What follows belongs to an exercise in optimizing a design on an open flow for small area and a short achievable clock period; a production flow would make more cautious choices. No functional check of the RTL was part of this run.

==> flow/config.mk <==
export PLATFORM = sky130hd
export DESIGN_NAME = DOUBLY_PIPELINE
export DESIGN_NICKNAME = DOUBLY_PIPELINE
export VERILOG_FILES = /design/flow/design.v
export SDC_FILE = /design/flow/constraint.sdc
export NUM_CORES = 4
export LEC_CHECK = 0
export CAP_MARGIN = 20
export CORE_MARGIN = 2
export CORE_UTILIZATION = 40
export CTS_CLUSTER_DIAMETER = 200
export CTS_CLUSTER_SIZE = 25
export SLEW_MARGIN = 20
==> flow/flow/run.sh <==
#!/bin/bash
set -euo pipefail
export BUFFER_PORTS_ARGS="-buffer_cell sky130_fd_sc_hd__buf_2"
export SETUP_SLACK_MARGIN=16.5
bash standard.sh > standard_flow.log 2>&1
==> flow/design.v <==
module DOUBLY_PIPELINE(clk,xi,yi,r,ang,xf,yf);
input signed [15:0] xi,yi;
input clk;
output signed [15:0] r,ang;
output signed [15:0] xf,yf;
reg signed [15:6] xr, yr;   
reg signed [15:0] a2,a3,a4,a5,a6,a7,a8;
reg signed [15:0] b2,b3,b4,b5,b6,b7;
reg        t2;
reg [1:0]  t3;
reg [2:0]  t4;
reg [3:0]  t5;
reg [4:0]  t6;
reg [5:0]  t7;
reg [5:0]  t8;
reg signed [15:0] x2,x3,x4,x5,x6,x7,x8;
reg signed [15:0] y2,y3,y4,y5,y6,y7,y8;
reg signed [15:0] r_q, xf_q, yf_q;
reg [13:0] ang_q;
reg svn2, svn3, svn4, svn5, svn6;         
reg dxn1, dxn2, dxn3, dxn4, dxn5, dxn6;   
wire [15:0] sc_r, sc_x, sc_y;
scale16 u_sr(.v(a8), .q(sc_r));
scale16 u_sx(.v(x8), .q(sc_x));
scale16 u_sy(.v(y8), .q(sc_y));
wire signed [15:0] a1, b1;
wire c_a1, c_b1;
wire [5:0] a1lo_n, b1lo_n; wire ca_n, cb_n;
add6_skl u_a1lo(.a(xi[5:0]), .b(yi[5:0]), .cin(1'b0), .s(a1lo_n), .cout(ca_n));
add6_skl u_b1lo(.a(yi[5:0]), .b(~xi[5:0]), .cin(1'b1), .s(b1lo_n), .cout(cb_n));
reg [5:0] a1lo, b1lo; reg ca, cb;
wire [9:0] a1hi, b1hi;
add10_skl u_a1hi(.a(xr[15:6]), .b(yr[15:6]), .cin(ca), .s(a1hi), .cout(c_a1));
add10_skl u_b1hi(.a(yr[15:6]), .b(~xr[15:6]), .cin(cb), .s(b1hi), .cout(c_b1));
assign a1 = {a1hi, a1lo};
assign b1 = {b1hi, b1lo};
wire signed [15:0] sh_a2 = b1 >>> 1;
wire [15:0] n_a2; wire co_a2;
add_skl16 u_a2(.a(a1), .b(sh_a2 ^ {16{b1[15]}}), .cin(b1[15]), .s(n_a2), .cout(co_a2));
wire signed [15:0] sh_b2 = a1 >>> 1;
wire [15:0] n_b2; wire co_b2;
add_skl16 u_b2(.a(b1), .b(sh_b2 ^ {16{~b1[15]}}), .cin(~b1[15]), .s(n_b2), .cout(co_b2));
wire signed [15:0] sh_x2 = b1 >>> 1;
wire [15:0] n_x2; wire co_x2;
add_skl16 u_x2(.a(a1), .b(sh_x2 ^ {16{t3[0]}}), .cin(t3[0]), .s(n_x2), .cout(co_x2));
wire signed [15:0] sh_y2 = a1 >>> 1;
wire [15:0] n_y2; wire co_y2;
add_skl16 u_y2(.a(b1), .b(sh_y2 ^ {16{~t3[0]}}), .cin(~t3[0]), .s(n_y2), .cout(co_y2));
wire signed [15:0] sh_a3 = b2 >>> 2;
wire [15:0] n_a3; wire co_a3;
add_skl10 u_a3(.a(a2), .b(sh_a3 ^ {16{b2[15]}}), .cin(b2[15]), .s(n_a3), .cout(co_a3));
wire signed [15:0] sh_b3 = a2 >>> 2;
wire [15:0] n_b3; wire co_b3;
add_skl10 u_b3(.a(b2), .b(sh_b3 ^ {16{~b2[15]}}), .cin(~b2[15]), .s(n_b3), .cout(co_b3));
wire signed [15:0] sh_a4 = b3 >>> 3;
wire [15:0] n_a4; wire co_a4;
add_skl10 u_a4(.a(a3), .b(sh_a4 ^ {16{b3[15]}}), .cin(b3[15]), .s(n_a4), .cout(co_a4));
wire signed [15:0] sh_b4 = a3 >>> 3;
wire [15:0] n_b4; wire co_b4;
add_skl10 u_b4(.a(b3), .b(sh_b4 ^ {16{~b3[15]}}), .cin(~b3[15]), .s(n_b4), .cout(co_b4));
wire signed [15:0] sh_a5 = b4 >>> 4;
wire [15:0] n_a5; wire co_a5;
add_skl10 u_a5(.a(a4), .b(sh_a5 ^ {16{b4[15]}}), .cin(b4[15]), .s(n_a5), .cout(co_a5));
wire signed [15:0] sh_b5 = a4 >>> 4;
wire [15:0] n_b5; wire co_b5;
add_skl10 u_b5(.a(b4), .b(sh_b5 ^ {16{~b4[15]}}), .cin(~b4[15]), .s(n_b5), .cout(co_b5));
wire signed [15:0] sh_a6 = b5 >>> 5;
wire [15:0] n_a6; wire co_a6;
add_skl10 u_a6(.a(a5), .b(sh_a6 ^ {16{b5[15]}}), .cin(b5[15]), .s(n_a6), .cout(co_a6));
wire signed [15:0] sh_b6 = a5 >>> 5;
wire [15:0] n_b6; wire co_b6;
add_skl10 u_b6(.a(b5), .b(sh_b6 ^ {16{~b5[15]}}), .cin(~b5[15]), .s(n_b6), .cout(co_b6));
wire signed [15:0] sh_a7 = b6 >>> 6;
wire [15:0] n_a7; wire co_a7;
add_skl10 u_a7(.a(a6), .b(sh_a7 ^ {16{b6[15]}}), .cin(b6[15]), .s(n_a7), .cout(co_a7));
wire signed [15:0] sh_b7 = a6 >>> 6;
wire [15:0] n_b7; wire co_b7;
add_skl10 u_b7(.a(b6), .b(sh_b7 ^ {16{~b6[15]}}), .cin(~b6[15]), .s(n_b7), .cout(co_b7));
wire signed [15:0] sh_a8 = b7 >>> 7;
wire [15:0] n_a8; wire co_a8;
add_skl10 u_a8(.a(a7), .b(sh_a8 ^ {16{b7[15]}}), .cin(b7[15]), .s(n_a8), .cout(co_a8));
wire signed [15:0] sh_x3 = y2 >>> 2;
wire [15:0] n_x3; wire co_x3;
add_skl10 u_x3(.a(x2), .b(sh_x3 ^ {16{t4[1]}}), .cin(t4[1]), .s(n_x3), .cout(co_x3));
wire signed [15:0] sh_y3 = x2 >>> 2;
wire [15:0] n_y3; wire co_y3;
add_skl10 u_y3(.a(y2), .b(sh_y3 ^ {16{~t4[1]}}), .cin(~t4[1]), .s(n_y3), .cout(co_y3));
wire signed [15:0] sh_x4 = y3 >>> 3;
wire [15:0] n_x4; wire co_x4;
add_skl10 u_x4(.a(x3), .b(sh_x4 ^ {16{t5[2]}}), .cin(t5[2]), .s(n_x4), .cout(co_x4));
wire signed [15:0] sh_y4 = x3 >>> 3;
wire [15:0] n_y4; wire co_y4;
add_skl10 u_y4(.a(y3), .b(sh_y4 ^ {16{~t5[2]}}), .cin(~t5[2]), .s(n_y4), .cout(co_y4));
wire signed [15:0] sh_x5 = y4 >>> 4;
wire [15:0] n_x5; wire co_x5;
add_skl10 u_x5(.a(x4), .b(sh_x5 ^ {16{t6[3]}}), .cin(t6[3]), .s(n_x5), .cout(co_x5));
wire signed [15:0] sh_y5 = x4 >>> 4;
wire [15:0] n_y5; wire co_y5;
add_skl10 u_y5(.a(y4), .b(sh_y5 ^ {16{~t6[3]}}), .cin(~t6[3]), .s(n_y5), .cout(co_y5));
wire signed [15:0] sh_x6 = y5 >>> 5;
wire [15:0] n_x6; wire co_x6;
add_skl10 u_x6(.a(x5), .b(sh_x6 ^ {16{t7[4]}}), .cin(t7[4]), .s(n_x6), .cout(co_x6));
wire signed [15:0] sh_y6 = x5 >>> 5;
wire [15:0] n_y6; wire co_y6;
add_skl10 u_y6(.a(y5), .b(sh_y6 ^ {16{~t7[4]}}), .cin(~t7[4]), .s(n_y6), .cout(co_y6));
wire signed [15:0] sh_x7 = y6 >>> 6;
wire [15:0] n_x7; wire co_x7;
add_skl10 u_x7(.a(x6), .b(sh_x7 ^ {16{t8[5]}}), .cin(t8[5]), .s(n_x7), .cout(co_x7));
wire signed [15:0] sh_y7 = x6 >>> 6;
wire [15:0] n_y7; wire co_y7;
add_skl10 u_y7(.a(y6), .b(sh_y7 ^ {16{~t8[5]}}), .cin(~t8[5]), .s(n_y7), .cout(co_y7));
wire signed [15:0] sh_x8 = y7 >>> 7;
wire [15:0] n_x8; wire co_x8;
add_skl10 u_x8(.a(x7), .b(sh_x8 ^ {16{1'b1}}), .cin(1'b1), .s(n_x8), .cout(co_x8));
wire signed [15:0] sh_y8 = x7 >>> 7;
wire [15:0] n_y8; wire co_y8;
add_skl10 u_y8(.a(y7), .b(sh_y8 ^ {16{1'b0}}), .cin(1'b0), .s(n_y8), .cout(co_y8));
wire [13:0] ang_half = 14'd4928 - (t8[0] ? 14'd2657 : 14'd0) - (t8[1] ? 14'd1404 : 14'd0)
                     - (t8[2] ? 14'd713 : 14'd0) - (t8[3] ? 14'd358 : 14'd0)
                     - (t8[4] ? 14'd179 : 14'd0) - (t8[5] ? 14'd89 : 14'd0);
always @(posedge clk) begin
  xr <= xi[15:6];
  yr <= yi[15:6];
  a1lo <= a1lo_n; b1lo <= b1lo_n; ca <= ca_n; cb <= cb_n;
  a2 <= n_a2; b2 <= n_b2;
  a3 <= n_a3; b3 <= n_b3;
  a4 <= n_a4; b4 <= n_b4;
  a5 <= n_a5; b5 <= n_b5;
  a6 <= n_a6; b6 <= n_b6;
  a7 <= n_a7; b7 <= n_b7;
  a8 <= n_a8;
  t2 <= b1[15];
  t3 <= {b2[15], t2};
  t4 <= {b3[15], t3};
  t5 <= {b4[15], t4};
  t6 <= {b5[15], t5};
  t7 <= {b6[15], t6};
  t8 <= t7;
  x2 <= n_x2; y2 <= n_y2;
  x3 <= n_x3; y3 <= n_y3;
  x4 <= n_x4; y4 <= n_y4;
  x5 <= n_x5; y5 <= n_y5;
  x6 <= n_x6; y6 <= n_y6;
  x7 <= n_x7; y7 <= n_y7;
  x8 <= n_x8; y8 <= n_y8;
  r_q   <= sc_r;
  xf_q  <= sc_x;
  yf_q  <= sc_y;
  ang_q <= ang_half;
end
assign r = r_q;
assign xf = xf_q;
assign yf = yf_q;
assign ang = {ang_q[13], ang_q, 1'b0};
endmodule
module add10_skl(input [9:0] a, b, input cin, output [9:0] s, output cout);
wire [9:0] p = a ^ b; wire [9:0] g = a & b;
wire gg0 = g[0] | (p[0] & cin);
wire gg1 = g[2] | (p[2] & g[1]); wire pp1 = p[2] & p[1];
wire gg2 = g[4] | (p[4] & g[3]); wire pp2 = p[4] & p[3];
wire gg3 = g[6] | (p[6] & g[5]); wire pp3 = p[6] & p[5];
wire gg4 = g[8] | (p[8] & g[7]); wire pp4 = p[8] & p[7];
wire gg5 = g[1] | (p[1] & gg0);
wire gg6 = gg1 | (pp1 & gg0);
wire gg7 = g[5] | (p[5] & gg2); wire pp7 = p[5] & pp2;
wire gg8 = gg3 | (pp3 & gg2); wire pp8 = pp3 & pp2;
wire gg9 = g[9] | (p[9] & gg4); wire pp9 = p[9] & pp4;
wire gg10 = g[3] | (p[3] & gg6);
wire gg11 = gg2 | (pp2 & gg6);
wire gg12 = gg7 | (pp7 & gg6);
wire gg13 = gg8 | (pp8 & gg6);
wire gg14 = g[7] | (p[7] & gg13);
wire gg15 = gg4 | (pp4 & gg13);
wire gg16 = gg9 | (pp9 & gg13);
assign s[0] = p[0] ^ cin;
assign s[1] = p[1] ^ gg0;
assign s[2] = p[2] ^ gg5;
assign s[3] = p[3] ^ gg6;
assign s[4] = p[4] ^ gg10;
assign s[5] = p[5] ^ gg11;
assign s[6] = p[6] ^ gg12;
assign s[7] = p[7] ^ gg13;
assign s[8] = p[8] ^ gg14;
assign s[9] = p[9] ^ gg15;
assign cout = gg16;
endmodule
module add6_skl(input [5:0] a, b, input cin, output [5:0] s, output cout);
wire [5:0] p = a ^ b; wire [5:0] g = a & b;
wire gg0 = g[0] | (p[0] & cin);
wire gg1 = g[2] | (p[2] & g[1]); wire pp1 = p[2] & p[1];
wire gg2 = g[4] | (p[4] & g[3]); wire pp2 = p[4] & p[3];
wire gg3 = g[1] | (p[1] & gg0);
wire gg4 = gg1 | (pp1 & gg0);
wire gg5 = g[5] | (p[5] & gg2); wire pp5 = p[5] & pp2;
wire gg6 = g[3] | (p[3] & gg4);
wire gg7 = gg2 | (pp2 & gg4);
wire gg8 = gg5 | (pp5 & gg4);
assign s[0] = p[0] ^ cin;
assign s[1] = p[1] ^ gg0;
assign s[2] = p[2] ^ gg3;
assign s[3] = p[3] ^ gg4;
assign s[4] = p[4] ^ gg6;
assign s[5] = p[5] ^ gg7;
assign cout = gg8;
endmodule
module add_skl10(input [15:0] a, b, input cin, output [15:0] s, output cout);
wire [15:0] p = a ^ b; wire [15:0] g = a & b;
wire gg0 = g[0] | (p[0] & cin);
wire gg1 = g[2] | (p[2] & g[1]); wire pp1 = p[2] & p[1];
wire gg2 = g[4] | (p[4] & g[3]); wire pp2 = p[4] & p[3];
wire gg3 = g[6] | (p[6] & g[5]); wire pp3 = p[6] & p[5];
wire gg4 = g[8] | (p[8] & g[7]); wire pp4 = p[8] & p[7];
wire gg5 = g[1] | (p[1] & gg0);
wire gg6 = gg1 | (pp1 & gg0);
wire gg7 = g[5] | (p[5] & gg2); wire pp7 = p[5] & pp2;
wire gg8 = gg3 | (pp3 & gg2); wire pp8 = pp3 & pp2;
wire gg9 = g[9] | (p[9] & gg4); wire pp9 = p[9] & pp4;
wire gg10 = g[3] | (p[3] & gg6);
wire gg11 = gg2 | (pp2 & gg6);
wire gg12 = gg7 | (pp7 & gg6);
wire gg13 = gg8 | (pp8 & gg6);
wire gg14 = g[7] | (p[7] & gg13);
wire gg15 = gg4 | (pp4 & gg13);
wire gg16 = gg9 | (pp9 & gg13);
assign s[0] = p[0] ^ cin;
assign s[1] = p[1] ^ gg0;
assign s[2] = p[2] ^ gg5;
assign s[3] = p[3] ^ gg6;
assign s[4] = p[4] ^ gg10;
assign s[5] = p[5] ^ gg11;
assign s[6] = p[6] ^ gg12;
assign s[7] = p[7] ^ gg13;
assign s[8] = p[8] ^ gg14;
assign s[9] = p[9] ^ gg15;
wire [16:10] c; assign c[10] = gg16;
assign s[10] = a[10]^b[10]^c[10]; assign c[11] = (a[10]&b[10]) | (c[10]&(a[10]^b[10]));
assign s[11] = a[11]^b[11]^c[11]; assign c[12] = (a[11]&b[11]) | (c[11]&(a[11]^b[11]));
assign s[12] = a[12]^b[12]^c[12]; assign c[13] = (a[12]&b[12]) | (c[12]&(a[12]^b[12]));
assign s[13] = a[13]^b[13]^c[13]; assign c[14] = (a[13]&b[13]) | (c[13]&(a[13]^b[13]));
assign s[14] = a[14]^b[14]^c[14]; assign c[15] = (a[14]&b[14]) | (c[14]&(a[14]^b[14]));
assign s[15] = a[15]^b[15]^c[15]; assign c[16] = (a[15]&b[15]) | (c[15]&(a[15]^b[15]));
assign cout = c[16];
endmodule
module add_skl16(input [15:0] a, b, input cin, output [15:0] s, output cout);
wire [15:0] p = a ^ b; wire [15:0] g = a & b;
wire gg0 = g[0] | (p[0] & cin);
wire gg1 = g[2] | (p[2] & g[1]); wire pp1 = p[2] & p[1];
wire gg2 = g[4] | (p[4] & g[3]); wire pp2 = p[4] & p[3];
wire gg3 = g[6] | (p[6] & g[5]); wire pp3 = p[6] & p[5];
wire gg4 = g[8] | (p[8] & g[7]); wire pp4 = p[8] & p[7];
wire gg5 = g[10] | (p[10] & g[9]); wire pp5 = p[10] & p[9];
wire gg6 = g[12] | (p[12] & g[11]); wire pp6 = p[12] & p[11];
wire gg7 = g[14] | (p[14] & g[13]); wire pp7 = p[14] & p[13];
wire gg8 = g[1] | (p[1] & gg0);
wire gg9 = gg1 | (pp1 & gg0);
wire gg10 = g[5] | (p[5] & gg2); wire pp10 = p[5] & pp2;
wire gg11 = gg3 | (pp3 & gg2); wire pp11 = pp3 & pp2;
wire gg12 = g[9] | (p[9] & gg4); wire pp12 = p[9] & pp4;
wire gg13 = gg5 | (pp5 & gg4); wire pp13 = pp5 & pp4;
wire gg14 = g[13] | (p[13] & gg6); wire pp14 = p[13] & pp6;
wire gg15 = gg7 | (pp7 & gg6); wire pp15 = pp7 & pp6;
wire gg16 = g[3] | (p[3] & gg9);
wire gg17 = gg2 | (pp2 & gg9);
wire gg18 = gg10 | (pp10 & gg9);
wire gg19 = gg11 | (pp11 & gg9);
wire gg20 = g[11] | (p[11] & gg13); wire pp20 = p[11] & pp13;
wire gg21 = gg6 | (pp6 & gg13); wire pp21 = pp6 & pp13;
wire gg22 = gg14 | (pp14 & gg13); wire pp22 = pp14 & pp13;
wire gg23 = gg15 | (pp15 & gg13); wire pp23 = pp15 & pp13;
wire gg24 = g[7] | (p[7] & gg19);
wire gg25 = gg4 | (pp4 & gg19);
wire gg26 = gg12 | (pp12 & gg19);
wire gg27 = gg13 | (pp13 & gg19);
wire gg28 = gg20 | (pp20 & gg19);
wire gg29 = gg21 | (pp21 & gg19);
wire gg30 = gg22 | (pp22 & gg19);
wire gg31 = gg23 | (pp23 & gg19);
wire gg32 = g[15] | (p[15] & gg31);
assign s[0] = p[0] ^ cin;
assign s[1] = p[1] ^ gg0;
assign s[2] = p[2] ^ gg8;
assign s[3] = p[3] ^ gg9;
assign s[4] = p[4] ^ gg16;
assign s[5] = p[5] ^ gg17;
assign s[6] = p[6] ^ gg18;
assign s[7] = p[7] ^ gg19;
assign s[8] = p[8] ^ gg24;
assign s[9] = p[9] ^ gg25;
assign s[10] = p[10] ^ gg26;
assign s[11] = p[11] ^ gg27;
assign s[12] = p[12] ^ gg28;
assign s[13] = p[13] ^ gg29;
assign s[14] = p[14] ^ gg30;
assign s[15] = p[15] ^ gg31;
assign cout = gg32;
endmodule
module scale16(input [15:0] v, output [15:0] q);
wire [15:0] nv = ~v;
wire fs0 = v[13] ^ v[7]; wire fc0 = v[13] & v[7];
wire fs1 = v[14] ^ v[8] ^ v[5]; wire fc1 = (v[14] & v[8]) | (v[14] & v[5]) | (v[8] & v[5]);
wire fs2 = nv[12] ^ nv[10]; wire fc2 = nv[12] & nv[10];
wire fs3 = v[9] ^ v[6] ^ nv[15]; wire fc3 = (v[9] & v[6]) | (v[9] & nv[15]) | (v[6] & nv[15]);
wire fs4 = v[13] ^ v[11] ^ v[3]; wire fc4 = (v[13] & v[11]) | (v[13] & v[3]) | (v[11] & v[3]);
wire fs5 = v[10] ^ v[7] ^ nv[14]; wire fc5 = (v[10] & v[7]) | (v[10] & nv[14]) | (v[7] & nv[14]);
wire fs6 = nv[12] ^ nv[4]; wire fc6 = nv[12] & nv[4];
wire fs7 = v[15] ^ v[11] ^ v[8]; wire fc7 = (v[15] & v[11]) | (v[15] & v[8]) | (v[11] & v[8]);
wire fs8 = v[13] ^ v[5] ^ v[3]; wire fc8 = (v[13] & v[5]) | (v[13] & v[3]) | (v[5] & v[3]);
wire fs9 = v[12] ^ v[9] ^ nv[14]; wire fc9 = (v[12] & v[9]) | (v[12] & nv[14]) | (v[9] & nv[14]);
wire fs10 = nv[6] ^ nv[4]; wire fc10 = nv[6] & nv[4];
wire fs11 = v[15] ^ v[13] ^ v[10]; wire fc11 = (v[15] & v[13]) | (v[15] & v[10]) | (v[13] & v[10]);
wire fs12 = v[14] ^ v[11] ^ v[0]; wire fc12 = (v[14] & v[11]) | (v[14] & v[0]) | (v[11] & v[0]);
wire fs13 = v[12] ^ v[1]; wire fc13 = v[12] & v[1];
wire fs14 = v[13] ^ v[2] ^ v[0]; wire fc14 = (v[13] & v[2]) | (v[13] & v[0]) | (v[2] & v[0]);
wire fs15 = v[14] ^ v[3] ^ v[1]; wire fc15 = (v[14] & v[3]) | (v[14] & v[1]) | (v[3] & v[1]);
wire fs16 = v[15] ^ nv[11]; wire fc16 = v[15] & nv[11];
wire fs17 = v[4] ^ v[2] ^ nv[15]; wire fc17 = (v[4] & v[2]) | (v[4] & nv[15]) | (v[2] & nv[15]);
wire fs18 = v[5] ^ v[3]; wire fc18 = v[5] & v[3];
wire fs19 = v[6] ^ v[4]; wire fc19 = v[6] & v[4];
wire fs20 = v[11] ^ v[5] ^ v[2]; wire fc20 = (v[11] & v[5]) | (v[11] & v[2]) | (v[5] & v[2]);
wire fs21 = v[12] ^ v[6] ^ v[3]; wire fc21 = (v[12] & v[6]) | (v[12] & v[3]) | (v[6] & v[3]);
wire fs22 = nv[10] ^ nv[8]; wire fc22 = nv[10] & nv[8];
wire fs23 = fs0 ^ v[4] ^ nv[11]; wire fc23 = (fs0 & v[4]) | (fs0 & nv[11]) | (v[4] & nv[11]);
wire fs24 = v[9] ^ v[1] ^ v[15]; wire fc24 = (v[9] & v[1]) | (v[9] & v[15]) | (v[1] & v[15]);
wire fs25 = fc0 ^ fs1 ^ fs2; wire fc25 = (fc0 & fs1) | (fc0 & fs2) | (fs1 & fs2);
wire fs26 = v[2] ^ v[0] ^ ~1'b1; wire fc26 = (v[2] & v[0]) | (v[2] & ~1'b1) | (v[0] & ~1'b1);
wire fs27 = fc1 ^ fc2 ^ fs3; wire fc27 = (fc1 & fc2) | (fc1 & fs3) | (fc2 & fs3);
wire fs28 = fs4 ^ v[1] ^ ~1'b1; wire fc28 = (fs4 & v[1]) | (fs4 & ~1'b1) | (v[1] & ~1'b1);
wire fs29 = fc3 ^ fs5 ^ fs6; wire fc29 = (fc3 & fs5) | (fc3 & fs6) | (fs5 & fs6);
wire fs30 = fc4 ^ v[2] ^ ~1'b1; wire fc30 = (fc4 & v[2]) | (fc4 & ~1'b1) | (v[2] & ~1'b1);
wire fs31 = fc5 ^ fc6 ^ fs7; wire fc31 = (fc5 & fc6) | (fc5 & fs7) | (fc6 & fs7);
wire fs32 = fs8 ^ v[0] ^ ~1'b1; wire fc32 = (fs8 & v[0]) | (fs8 & ~1'b1) | (v[0] & ~1'b1);
wire fs33 = fc7 ^ fs9 ^ fs10; wire fc33 = (fc7 & fs9) | (fc7 & fs10) | (fs9 & fs10);
wire fs34 = fc8 ^ v[1] ^ ~1'b1; wire fc34 = (fc8 & v[1]) | (fc8 & ~1'b1) | (v[1] & ~1'b1);
wire fs35 = fc9 ^ fc10 ^ fs11; wire fc35 = (fc9 & fc10) | (fc9 & fs11) | (fc10 & fs11);
wire fs36 = v[7] ^ v[5] ^ v[2]; wire fc36 = (v[7] & v[5]) | (v[7] & v[2]) | (v[5] & v[2]);
wire fs37 = fc11 ^ fs12 ^ nv[8]; wire fc37 = (fc11 & fs12) | (fc11 & nv[8]) | (fs12 & nv[8]);
wire fs38 = v[6] ^ v[3] ^ ~1'b1; wire fc38 = (v[6] & v[3]) | (v[6] & ~1'b1) | (v[3] & ~1'b1);
wire fs39 = fc12 ^ fs13 ^ nv[15]; wire fc39 = (fc12 & fs13) | (fc12 & nv[15]) | (fs13 & nv[15]);
wire fs40 = v[9] ^ v[7] ^ v[4]; wire fc40 = (v[9] & v[7]) | (v[9] & v[4]) | (v[7] & v[4]);
wire fs41 = fc13 ^ fs14 ^ nv[10]; wire fc41 = (fc13 & fs14) | (fc13 & nv[10]) | (fs14 & nv[10]);
wire fs42 = v[8] ^ v[5] ^ ~1'b1; wire fc42 = (v[8] & v[5]) | (v[8] & ~1'b1) | (v[5] & ~1'b1);
wire fs43 = fc14 ^ fs15 ^ fs16; wire fc43 = (fc14 & fs15) | (fc14 & fs16) | (fs15 & fs16);
wire fs44 = v[9] ^ v[6] ^ ~1'b1; wire fc44 = (v[9] & v[6]) | (v[9] & ~1'b1) | (v[6] & ~1'b1);
wire fs45 = fc15 ^ fc16 ^ fs17; wire fc45 = (fc15 & fc16) | (fc15 & fs17) | (fc16 & fs17);
wire fs46 = v[12] ^ v[10] ^ v[7]; wire fc46 = (v[12] & v[10]) | (v[12] & v[7]) | (v[10] & v[7]);
wire fs47 = fc17 ^ fs18 ^ nv[13]; wire fc47 = (fc17 & fs18) | (fc17 & nv[13]) | (fs18 & nv[13]);
wire fs48 = v[11] ^ v[8] ^ ~1'b1; wire fc48 = (v[11] & v[8]) | (v[11] & ~1'b1) | (v[8] & ~1'b1);
wire fs49 = fc18 ^ fs19 ^ nv[14]; wire fc49 = (fc18 & fs19) | (fc18 & nv[14]) | (fs19 & nv[14]);
wire fs50 = v[12] ^ v[9] ^ ~1'b1; wire fc50 = (v[12] & v[9]) | (v[12] & ~1'b1) | (v[9] & ~1'b1);
wire fs51 = fc19 ^ v[15] ^ v[7]; wire fc51 = (fc19 & v[15]) | (fc19 & v[7]) | (v[15] & v[7]);
wire fs52 = nv[5] ^ v[13] ^ v[10]; wire fc52 = (nv[5] & v[13]) | (nv[5] & v[10]) | (v[13] & v[10]);
wire fs53 = v[8] ^ v[6] ^ nv[14]; wire fc53 = (v[8] & v[6]) | (v[8] & nv[14]) | (v[6] & nv[14]);
wire fs54 = nv[11] ^ 1'b1; wire fc54 = nv[11] & 1'b1;
wire fs55 = v[15] ^ v[9] ^ v[7]; wire fc55 = (v[15] & v[9]) | (v[15] & v[7]) | (v[9] & v[7]);
wire fs56 = v[10] ^ v[8]; wire fc56 = v[10] & v[8];
wire fs57 = v[11] ^ v[9]; wire fc57 = v[11] & v[9];
wire fs58 = fs20 ^ nv[9]; wire fc58 = fs20 & nv[9];
wire fs59 = fc20 ^ fs21 ^ fs22; wire fc59 = (fc20 & fs21) | (fc20 & fs22) | (fs21 & fs22);
wire fs60 = fc21 ^ fc22 ^ fs23; wire fc60 = (fc21 & fc22) | (fc21 & fs23) | (fc22 & fs23);
wire fs61 = fc23 ^ fs25 ^ ~fc24; wire fc61 = (fc23 & fs25) | (fc23 & ~fc24) | (fs25 & ~fc24);
wire fs62 = fc25 ^ fs27 ^ ~fc26; wire fc62 = (fc25 & fs27) | (fc25 & ~fc26) | (fs27 & ~fc26);
wire fs63 = fc27 ^ fs29 ^ ~fc28; wire fc63 = (fc27 & fs29) | (fc27 & ~fc28) | (fs29 & ~fc28);
wire fs64 = fc29 ^ fs31 ^ ~fc30; wire fc64 = (fc29 & fs31) | (fc29 & ~fc30) | (fs31 & ~fc30);
wire fs65 = fc31 ^ fs33 ^ ~fc32; wire fc65 = (fc31 & fs33) | (fc31 & ~fc32) | (fs33 & ~fc32);
wire fs66 = fc33 ^ fs35 ^ ~fc34; wire fc66 = (fc33 & fs35) | (fc33 & ~fc34) | (fs35 & ~fc34);
wire fs67 = fc35 ^ fs37 ^ ~fc36; wire fc67 = (fc35 & fs37) | (fc35 & ~fc36) | (fs37 & ~fc36);
wire fs68 = fc37 ^ fs39 ^ ~fc38; wire fc68 = (fc37 & fs39) | (fc37 & ~fc38) | (fs39 & ~fc38);
wire fs69 = fc39 ^ fs41 ^ ~fc40; wire fc69 = (fc39 & fs41) | (fc39 & ~fc40) | (fs41 & ~fc40);
wire fs70 = fc41 ^ fs43 ^ ~fc42; wire fc70 = (fc41 & fs43) | (fc41 & ~fc42) | (fs43 & ~fc42);
wire fs71 = fc43 ^ fs45 ^ ~fc44; wire fc71 = (fc43 & fs45) | (fc43 & ~fc44) | (fs45 & ~fc44);
wire fs72 = fc45 ^ fs47 ^ ~fc46; wire fc72 = (fc45 & fs47) | (fc45 & ~fc46) | (fs47 & ~fc46);
wire fs73 = fc47 ^ fs49 ^ ~fc48; wire fc73 = (fc47 & fs49) | (fc47 & ~fc48) | (fs49 & ~fc48);
wire fs74 = fc49 ^ fs51 ^ ~fc50; wire fc74 = (fc49 & fs51) | (fc49 & ~fc50) | (fs51 & ~fc50);
wire fs75 = fc51 ^ fs53 ^ fs54; wire fc75 = (fc51 & fs53) | (fc51 & fs54) | (fs53 & fs54);
wire fs76 = fc53 ^ fc54 ^ fs55; wire fc76 = (fc53 & fc54) | (fc53 & fs55) | (fc54 & fs55);
wire fs77 = fc55 ^ fs56 ^ nv[13]; wire fc77 = (fc55 & fs56) | (fc55 & nv[13]) | (fs56 & nv[13]);
wire fs78 = fc56 ^ fs57 ^ nv[14]; wire fc78 = (fc56 & fs57) | (fc56 & nv[14]) | (fs57 & nv[14]);
wire fs79 = fc57 ^ v[15] ^ v[12]; wire fc79 = (fc57 & v[15]) | (fc57 & v[12]) | (v[15] & v[12]);
wire fs80 = v[13] ^ v[11]; wire fc80 = v[13] & v[11];
wire fs81 = v[14] ^ v[12]; wire fc81 = v[14] & v[12];
wire fs82 = fs58 ^ nv[7]; wire fc82 = fs58 & nv[7];
wire fs83 = fc58 ^ fs59 ^ nv[0]; wire fc83 = (fc58 & fs59) | (fc58 & nv[0]) | (fs59 & nv[0]);
wire fs84 = fc59 ^ fs60 ^ ~fs24; wire fc84 = (fc59 & fs60) | (fc59 & ~fs24) | (fs60 & ~fs24);
wire fs85 = fc60 ^ fs61 ^ ~fs26; wire fc85 = (fc60 & fs61) | (fc60 & ~fs26) | (fs61 & ~fs26);
wire fs86 = fc61 ^ fs62 ^ ~fs28; wire fc86 = (fc61 & fs62) | (fc61 & ~fs28) | (fs62 & ~fs28);
wire fs87 = fc62 ^ fs63 ^ ~fs30; wire fc87 = (fc62 & fs63) | (fc62 & ~fs30) | (fs63 & ~fs30);
wire fs88 = fc63 ^ fs64 ^ ~fs32; wire fc88 = (fc63 & fs64) | (fc63 & ~fs32) | (fs64 & ~fs32);
wire fs89 = fc64 ^ fs65 ^ ~fs34; wire fc89 = (fc64 & fs65) | (fc64 & ~fs34) | (fs65 & ~fs34);
wire fs90 = fc65 ^ fs66 ^ ~fs36; wire fc90 = (fc65 & fs66) | (fc65 & ~fs36) | (fs66 & ~fs36);
wire fs91 = fc66 ^ fs67 ^ ~fs38; wire fc91 = (fc66 & fs67) | (fc66 & ~fs38) | (fs67 & ~fs38);
wire fs92 = fc67 ^ fs68 ^ ~fs40; wire fc92 = (fc67 & fs68) | (fc67 & ~fs40) | (fs68 & ~fs40);
wire fs93 = fc68 ^ fs69 ^ ~fs42; wire fc93 = (fc68 & fs69) | (fc68 & ~fs42) | (fs69 & ~fs42);
wire fs94 = fc69 ^ fs70 ^ ~fs44; wire fc94 = (fc69 & fs70) | (fc69 & ~fs44) | (fs70 & ~fs44);
wire fs95 = fc70 ^ fs71 ^ ~fs46; wire fc95 = (fc70 & fs71) | (fc70 & ~fs46) | (fs71 & ~fs46);
wire fs96 = fc71 ^ fs72 ^ ~fs48; wire fc96 = (fc71 & fs72) | (fc71 & ~fs48) | (fs72 & ~fs48);
wire fs97 = fc72 ^ fs73 ^ ~fs50; wire fc97 = (fc72 & fs73) | (fc72 & ~fs50) | (fs73 & ~fs50);
wire fs98 = fc73 ^ fs74 ^ ~fs52; wire fc98 = (fc73 & fs74) | (fc73 & ~fs52) | (fs74 & ~fs52);
wire fs99 = fc74 ^ fs75 ^ ~fc52; wire fc99 = (fc74 & fs75) | (fc74 & ~fc52) | (fs75 & ~fc52);
wire fs100 = fc75 ^ fs76 ^ nv[12]; wire fc100 = (fc75 & fs76) | (fc75 & nv[12]) | (fs76 & nv[12]);
wire fs101 = fc76 ^ fs77 ^ 1'b1; wire fc101 = (fc76 & fs77) | (fc76 & 1'b1) | (fs77 & 1'b1);
wire fs102 = fc77 ^ fs78 ^ 1'b1; wire fc102 = (fc77 & fs78) | (fc77 & 1'b1) | (fs78 & 1'b1);
wire fs103 = fc78 ^ fs79 ^ v[10]; wire fc103 = (fc78 & fs79) | (fc78 & v[10]) | (fs79 & v[10]);
wire fs104 = fc79 ^ fs80 ^ 1'b1; wire fc104 = (fc79 & fs80) | (fc79 & 1'b1) | (fs80 & 1'b1);
wire fs105 = fc80 ^ fs81 ^ 1'b1; wire fc105 = (fc80 & fs81) | (fc80 & 1'b1) | (fs81 & 1'b1);
wire fs106 = fc81 ^ v[13] ^ nv[15]; wire fc106 = (fc81 & v[13]) | (fc81 & nv[15]) | (v[13] & nv[15]);
wire fs107 = v[14] ^ 1'b1; wire fc107 = v[14] & 1'b1;
wire [27:0] ra = {1'b1, fc107, fc106, fc105, fc104, fc103, fc102, fc101, fc100, fc99, fc98, fc97, fc96, fc95, fc94, fc93, fc92, fc91, fc90, fc89, fc88, fc87, fc86, fc85, fc84, fc83, fc82, fs82};
wire [27:0] rb = {1'b0, nv[15], fs107, fs106, fs105, fs104, fs103, fs102, fs101, fs100, fs99, fs98, fs97, fs96, fs95, fs94, fs93, fs92, fs91, fs90, fs89, fs88, fs87, fs86, fs85, fs84, fs83, 1'b1};
wire [27:0] rs; wire rco;
scale16_fin u_fin(.a(ra), .b(rb), .cin(1'b0), .s(rs), .cout(rco));
assign q = rs[27:12];
endmodule
module scale16_fin(input [27:0] a, b, input cin, output [27:0] s, output cout);
wire [27:0] p = a ^ b; wire [27:0] g = a & b;
wire gg0 = g[0] | (p[0] & cin);
wire gg1 = g[2] | (p[2] & g[1]); wire pp1 = p[2] & p[1];
wire gg2 = g[4] | (p[4] & g[3]); wire pp2 = p[4] & p[3];
wire gg3 = g[6] | (p[6] & g[5]); wire pp3 = p[6] & p[5];
wire gg4 = g[8] | (p[8] & g[7]); wire pp4 = p[8] & p[7];
wire gg5 = g[10] | (p[10] & g[9]); wire pp5 = p[10] & p[9];
wire gg6 = g[12] | (p[12] & g[11]); wire pp6 = p[12] & p[11];
wire gg7 = g[14] | (p[14] & g[13]); wire pp7 = p[14] & p[13];
wire gg8 = g[16] | (p[16] & g[15]); wire pp8 = p[16] & p[15];
wire gg9 = g[18] | (p[18] & g[17]); wire pp9 = p[18] & p[17];
wire gg10 = g[20] | (p[20] & g[19]); wire pp10 = p[20] & p[19];
wire gg11 = g[22] | (p[22] & g[21]); wire pp11 = p[22] & p[21];
wire gg12 = g[24] | (p[24] & g[23]); wire pp12 = p[24] & p[23];
wire gg13 = g[26] | (p[26] & g[25]); wire pp13 = p[26] & p[25];
wire gg14 = g[1] | (p[1] & gg0);
wire gg15 = gg1 | (pp1 & gg0);
wire gg16 = g[5] | (p[5] & gg2); wire pp16 = p[5] & pp2;
wire gg17 = gg3 | (pp3 & gg2); wire pp17 = pp3 & pp2;
wire gg18 = g[9] | (p[9] & gg4); wire pp18 = p[9] & pp4;
wire gg19 = gg5 | (pp5 & gg4); wire pp19 = pp5 & pp4;
wire gg20 = g[13] | (p[13] & gg6); wire pp20 = p[13] & pp6;
wire gg21 = gg7 | (pp7 & gg6); wire pp21 = pp7 & pp6;
wire gg22 = g[17] | (p[17] & gg8); wire pp22 = p[17] & pp8;
wire gg23 = gg9 | (pp9 & gg8); wire pp23 = pp9 & pp8;
wire gg24 = g[21] | (p[21] & gg10); wire pp24 = p[21] & pp10;
wire gg25 = gg11 | (pp11 & gg10); wire pp25 = pp11 & pp10;
wire gg26 = g[25] | (p[25] & gg12); wire pp26 = p[25] & pp12;
wire gg27 = gg13 | (pp13 & gg12); wire pp27 = pp13 & pp12;
wire gg28 = g[3] | (p[3] & gg15);
wire gg29 = gg2 | (pp2 & gg15);
wire gg30 = gg16 | (pp16 & gg15);
wire gg31 = gg17 | (pp17 & gg15);
wire gg32 = g[11] | (p[11] & gg19); wire pp32 = p[11] & pp19;
wire gg33 = gg6 | (pp6 & gg19); wire pp33 = pp6 & pp19;
wire gg34 = gg20 | (pp20 & gg19); wire pp34 = pp20 & pp19;
wire gg35 = gg21 | (pp21 & gg19); wire pp35 = pp21 & pp19;
wire gg36 = g[19] | (p[19] & gg23); wire pp36 = p[19] & pp23;
wire gg37 = gg10 | (pp10 & gg23); wire pp37 = pp10 & pp23;
wire gg38 = gg24 | (pp24 & gg23); wire pp38 = pp24 & pp23;
wire gg39 = gg25 | (pp25 & gg23); wire pp39 = pp25 & pp23;
wire gg40 = g[27] | (p[27] & gg27); wire pp40 = p[27] & pp27;
wire gg41 = g[7] | (p[7] & gg31);
wire gg42 = gg4 | (pp4 & gg31);
wire gg43 = gg18 | (pp18 & gg31);
wire gg44 = gg19 | (pp19 & gg31);
wire gg45 = gg32 | (pp32 & gg31);
wire gg46 = gg33 | (pp33 & gg31);
wire gg47 = gg34 | (pp34 & gg31);
wire gg48 = gg35 | (pp35 & gg31);
wire gg49 = g[23] | (p[23] & gg39); wire pp49 = p[23] & pp39;
wire gg50 = gg12 | (pp12 & gg39); wire pp50 = pp12 & pp39;
wire gg51 = gg26 | (pp26 & gg39); wire pp51 = pp26 & pp39;
wire gg52 = gg27 | (pp27 & gg39); wire pp52 = pp27 & pp39;
wire gg53 = gg40 | (pp40 & gg39); wire pp53 = pp40 & pp39;
wire gg54 = g[15] | (p[15] & gg48);
wire gg55 = gg8 | (pp8 & gg48);
wire gg56 = gg22 | (pp22 & gg48);
wire gg57 = gg23 | (pp23 & gg48);
wire gg58 = gg36 | (pp36 & gg48);
wire gg59 = gg37 | (pp37 & gg48);
wire gg60 = gg38 | (pp38 & gg48);
wire gg61 = gg39 | (pp39 & gg48);
wire gg62 = gg49 | (pp49 & gg48);
wire gg63 = gg50 | (pp50 & gg48);
wire gg64 = gg51 | (pp51 & gg48);
wire gg65 = gg52 | (pp52 & gg48);
wire gg66 = gg53 | (pp53 & gg48);
assign s[0] = p[0] ^ cin;
assign s[1] = p[1] ^ gg0;
assign s[2] = p[2] ^ gg14;
assign s[3] = p[3] ^ gg15;
assign s[4] = p[4] ^ gg28;
assign s[5] = p[5] ^ gg29;
assign s[6] = p[6] ^ gg30;
assign s[7] = p[7] ^ gg31;
assign s[8] = p[8] ^ gg41;
assign s[9] = p[9] ^ gg42;
assign s[10] = p[10] ^ gg43;
assign s[11] = p[11] ^ gg44;
assign s[12] = p[12] ^ gg45;
assign s[13] = p[13] ^ gg46;
assign s[14] = p[14] ^ gg47;
assign s[15] = p[15] ^ gg48;
assign s[16] = p[16] ^ gg54;
assign s[17] = p[17] ^ gg55;
assign s[18] = p[18] ^ gg56;
assign s[19] = p[19] ^ gg57;
assign s[20] = p[20] ^ gg58;
assign s[21] = p[21] ^ gg59;
assign s[22] = p[22] ^ gg60;
assign s[23] = p[23] ^ gg61;
assign s[24] = p[24] ^ gg62;
assign s[25] = p[25] ^ gg63;
assign s[26] = p[26] ^ gg64;
assign s[27] = p[27] ^ gg65;
assign cout = gg66;
endmodule
==> flow/standard.sh <==
#!/bin/bash
# synth_recipe.tcl (not shown) runs the flow's synth.tcl, then flattens the netlist and writes it again
# the make line also repeats each setting of config.mk as NAME=value (left out here)
make -C /OpenROAD-flow-scripts/flow DESIGN_CONFIG=/design/flow/config.mk WORK_HOME=/design/flow/orfs CLKGATE_MAP_FILE= SYNTH_SCRIPT=/design/flow/synth_recipe.tcl "${@:-finish}"
==> flow/constraint.sdc <==
create_clock -name core_clock -period 22.0 [get_ports {clk}]
set_input_delay 4.4000 -clock core_clock [delete_from_list [all_inputs] [get_ports {clk}]]
set_output_delay 4.4000 -clock core_clock [all_outputs]
set_load 0.01 [all_outputs]
==> out/results.tsv <==
stage	metric	value	unit
final_layout	share of cells above drive strength 1	0.0657	
placement	Final HPWL DP	55.7	mm
drt	vias	21343	
yosys	EDFF count, synth	0	
drt	final WL	65.5	mm
yosys	register area share after synthesis	0.288	
final_layout	Ant. Diodes	0	
final_layout	final net count	4585	
global_route	initial antenna violation count	0	
yosys	Post-Synth Adder-Cell Area	0.396	
placement	dpl cells	4825	
setup_path	CP max stage delay	0.34	ns
sta	Worst-Margin Slew	0.974	ns
sta	setup ws final	16.55	ns
sta	Setup violations, final	0	
floorplan	Site Rows	112	
floorplan	Initial Util	0.405	
drt	drt via density	4.39	
yosys	mapped cell area	0.0379	mm²
sta	final setup TNS	0	ns
final_layout	Finished Cell Area	0.0408	mm²
floorplan	Top Ports	97	
floorplan	Die Y	312	µm
setup_path	Worst setup SP type	flop	
sta	Max Slew Vio Count	0	
yosys	Synth Area in Simple Gates	0.0313	
min_path	Hold WC Path Type	flop to flop	
sta	Slew HR	0.349	
clock_tree	TritonCTS Buffers	25	
placement	Placed Area	0.0399	mm²
final_layout	P&R area growth vs syn	7.70	%
sta	Max Clock Freq	184	MHz
clock_tree	Max Buffers Root-to-Sink	3	
final_layout	register area	0.0110	mm²
floorplan	overall die width	312	µm
drt	1st-iter DRT viols	684	
setup_path	Worst Path Required	17.60	ns
drt	DR pass1 iterations	5	
drt	detailed-route DRC error count	0	
clock_tree	clock slew at reported path FFs	0.10	ns
yosys	library cells used by synthesis	68	
global_route	vias in the first global route	22984	
placement	GP Congestion	0.880	
sta	RSZ-0062 raised after global routing	true	
sta	hold slack	0.326	ns
yosys	main combinational cell family by area after synthesis	adder cells	
final_layout	FILL cells	9064	
setup_path	CP arrival	1.05	ns
drt	WL/cell	13.5	µm
floorplan	core footprint	0.0936	mm²
yosys	Synth Area in XOR/XNOR	0.130	
global_route	largest net degree at the start of global routing	33	
clock_tree	Sink Count	545	
clock_tree	htree depth	1	
sta	final setup skew	0.0299	ns
floorplan	total die area	0.0973	mm²
yosys	Synth Instances	3502	
yosys	Post-Syn Nets	4481	
setup_path	kind of critical path	flop to primary output	
clock_tree	CTS Root Cell	clkbuf_16	
setup_path	Buffers & Inverters on Critical Path	1	
yosys	Async SR Flop Fraction	0	
sta	endpoints failing hold	0	
flow_run	Max-Cap Viols	0	
placement	IO Port Bufs	95	
status	run status	no timing/DRC/antenna violations	
setup_path	CP max FO	1	
sta	Final min period	5.45	ns
yosys	multiplexer share of the synthesized area	0.00406	
clock_tree	CTS tree	yes	
clock_tree	CTS hold repair buffers	0	
yosys	post-synthesis compound-gate area fraction	0.0728	
yosys	post-synthesis register bit count	545	
setup_path	CP max-delay cell	dfxtp_2	
final_layout	area of the multi-input gates	0.0241	mm²
global_route	gr ovfl total	0	
yosys	Syn. warnings	1	
placement	post-place setup slack	16.16	ns
yosys	Main synth FF type	dfxtp_1	
drt	Routed Antenna Nets	0	
final_layout	Cell Count, Final, Fillers Out	4859	
setup_path	crit path capture type	primary output	
yosys	syn_area_per_cell	10.8	µm²
global_route	Total Routing Usage GR	0.139	
setup_path	CP Cell Sequence	buf_6	
global_route	first-pass GRT wire length	112	mm
clock_tree	insertion delay to the later sink of the worst-skew pair	0.59	ns
sta	Tcrit/Tclk final	0.248	
setup_path	Crit path max-delay family	flip-flops	
==> synthesized netlist by cell type, types with 3 or more instances <==
library cell,count,area [µm²]
inv_1,741,2780
dfxtp_1,545,10900
ha_1,521,6520
fa_1,425,8510
xor2_1,296,2590
xnor2_1,265,2320
a21oi_1,126,631
a21o_1,124,931
nor2_1,78,293
nand2_1,44,165
o21ai_0,43,215
o21bai_1,32,240
nor3_1,24,120
o21a_1,23,173
buf_1,19,71.3
nand2b_1,16,100
buf_2,14,70.1
nand3_1,14,70.1
nor2b_1,13,81.3
o21ai_1,13,65.1
a31o_2,12,105
mux2_2,11,124
and2_1,8,50.1
or2_2,8,50.1
nand4_1,6,37.5
a21boi_0,5,37.5
a31oi_1,5,31.3
o211ai_1,5,37.5
a21oi_2,4,35.0
and3_1,4,25.0
clkbuf_1,4,15.0
and4_1,3,26.3
mux2i_1,3,30.0
or3_1,3,18.8
==> what timing repair did <==
| action | CTS | global route |
|---|---|---|
| pin swaps | 0 | 2 |
| setup buffers | 2 | 6 |
| endpoints found under the setup margin | 14 | 63 |
| cloned | 0 | 0 |
| gates resized for setup | 17 | 50 |
==> placed cells by master, fill, tap and decap left out, types with 13 or more instances in the layout <==
| master | netlist | routed |
|---|---|---|
| a21o_1 | 124 | 124 |
| a21oi_1 | 126 | 125 |
| buf_2 | 14 | 73 |
| buf_4 | 2 | 21 |
| buf_6 | 0 | 22 |
| clkbuf_16 | 0 | 25 |
| dfxtp_1 | 545 | 509 |
| dfxtp_2 | 0 | 32 |
| fa_1 | 425 | 424 |
| ha_1 | 521 | 519 |
| inv_1 | 741 | 736 |
| nand2_1 | 44 | 44 |
| nand2b_1 | 16 | 16 |
| nand3_1 | 14 | 14 |
| nor2_1 | 78 | 78 |
| nor2b_1 | 13 | 13 |
| nor3_1 | 24 | 24 |
| o21a_1 | 23 | 23 |
| o21ai_0 | 43 | 42 |
| o21ai_1 | 13 | 14 |
| o21bai_1 | 32 | 32 |
| xnor2_1 | 265 | 265 |
| xor2_1 | 296 | 296 |
==> cells by family (layout without fill, tap and decap cells) <==
kind of cell | Yosys count | count (layout)
AND/OR/NAND/NOR | 235 | 235
buffers and inverters | 781 | 884
other | 1 | 1
multiplexers | 14 | 14
adder cells (fa/ha/maj) | 946 | 946
XOR/XNOR | 561 | 561
AO/OA/AOI/OAI | 419 | 419
flip-flops | 545 | 545
==> metrics by stage <==
step	util
global placement	0.427
detailed placement	0.427
floorplan	-
finish	0.436
CTS	0.434
global route	0.436
==> routing by layer <==
metal | wire length (µm) | track usage
met1 | 31000 | 0.182
met3 | 1620 | 0.0150
met4 | 1830 | 0.0357
met5 | 0 | 0
met2 | 31000 | 0.243
==> layout make-up <==
cell class / instances / area share
well taps: 1254 / 0.0384
clock inverters: 1 / 0.000184
multi-input cells: 2176 / 0.590
clock buffers: 25 / 0.0153
flip-flops and latches: 545 / 0.269
inverters: 742 / 0.0687
repair buffers: 116 / 0.0189
==> worst paths after layout <==
kind	cells past startpoint	slack, ns	from	to
hold reg to reg	0	0.33	t7[1]$_DFF_P_	t8[1]$_DFF_P_
hold / removal	0	0.33	t7[1]$_DFF_P_	t8[1]$_DFF_P_
setup / recovery	1	16.55	r_q[15]$_DFF_P_	r[15]
setup reg to reg	17	16.74	a8[15]$_DFF_P_	r_q[14]$_DFF_P_

[re-timing with driven ports]
Ports are ideal in the flow. The routed layout listed here was re-timed in OpenROAD.
Step 1, drivers: a clkbuf_16 drives clk and a buf_2 each remaining input, both assumed.
Step 2 times the ports against the registers' clock, not the clock port: input delays grow and output delays shrink by t, the midpoint of the rising clock arrivals with the driver on.
Slacks: no drivers / after step 1 / after step 2; pairs: no drivers / after step 1.
t, ns: 0.646
slack for setup (ns): 16.553 / 16.488 / 16.157
worst setup path at the end: input to register
worst slew at a driven data input, ns: 0.03
After both steps setup and hold are still met in this run. The setup slack of this run moves by -0.065 ns with the drivers and by -0.396 ns with both steps.
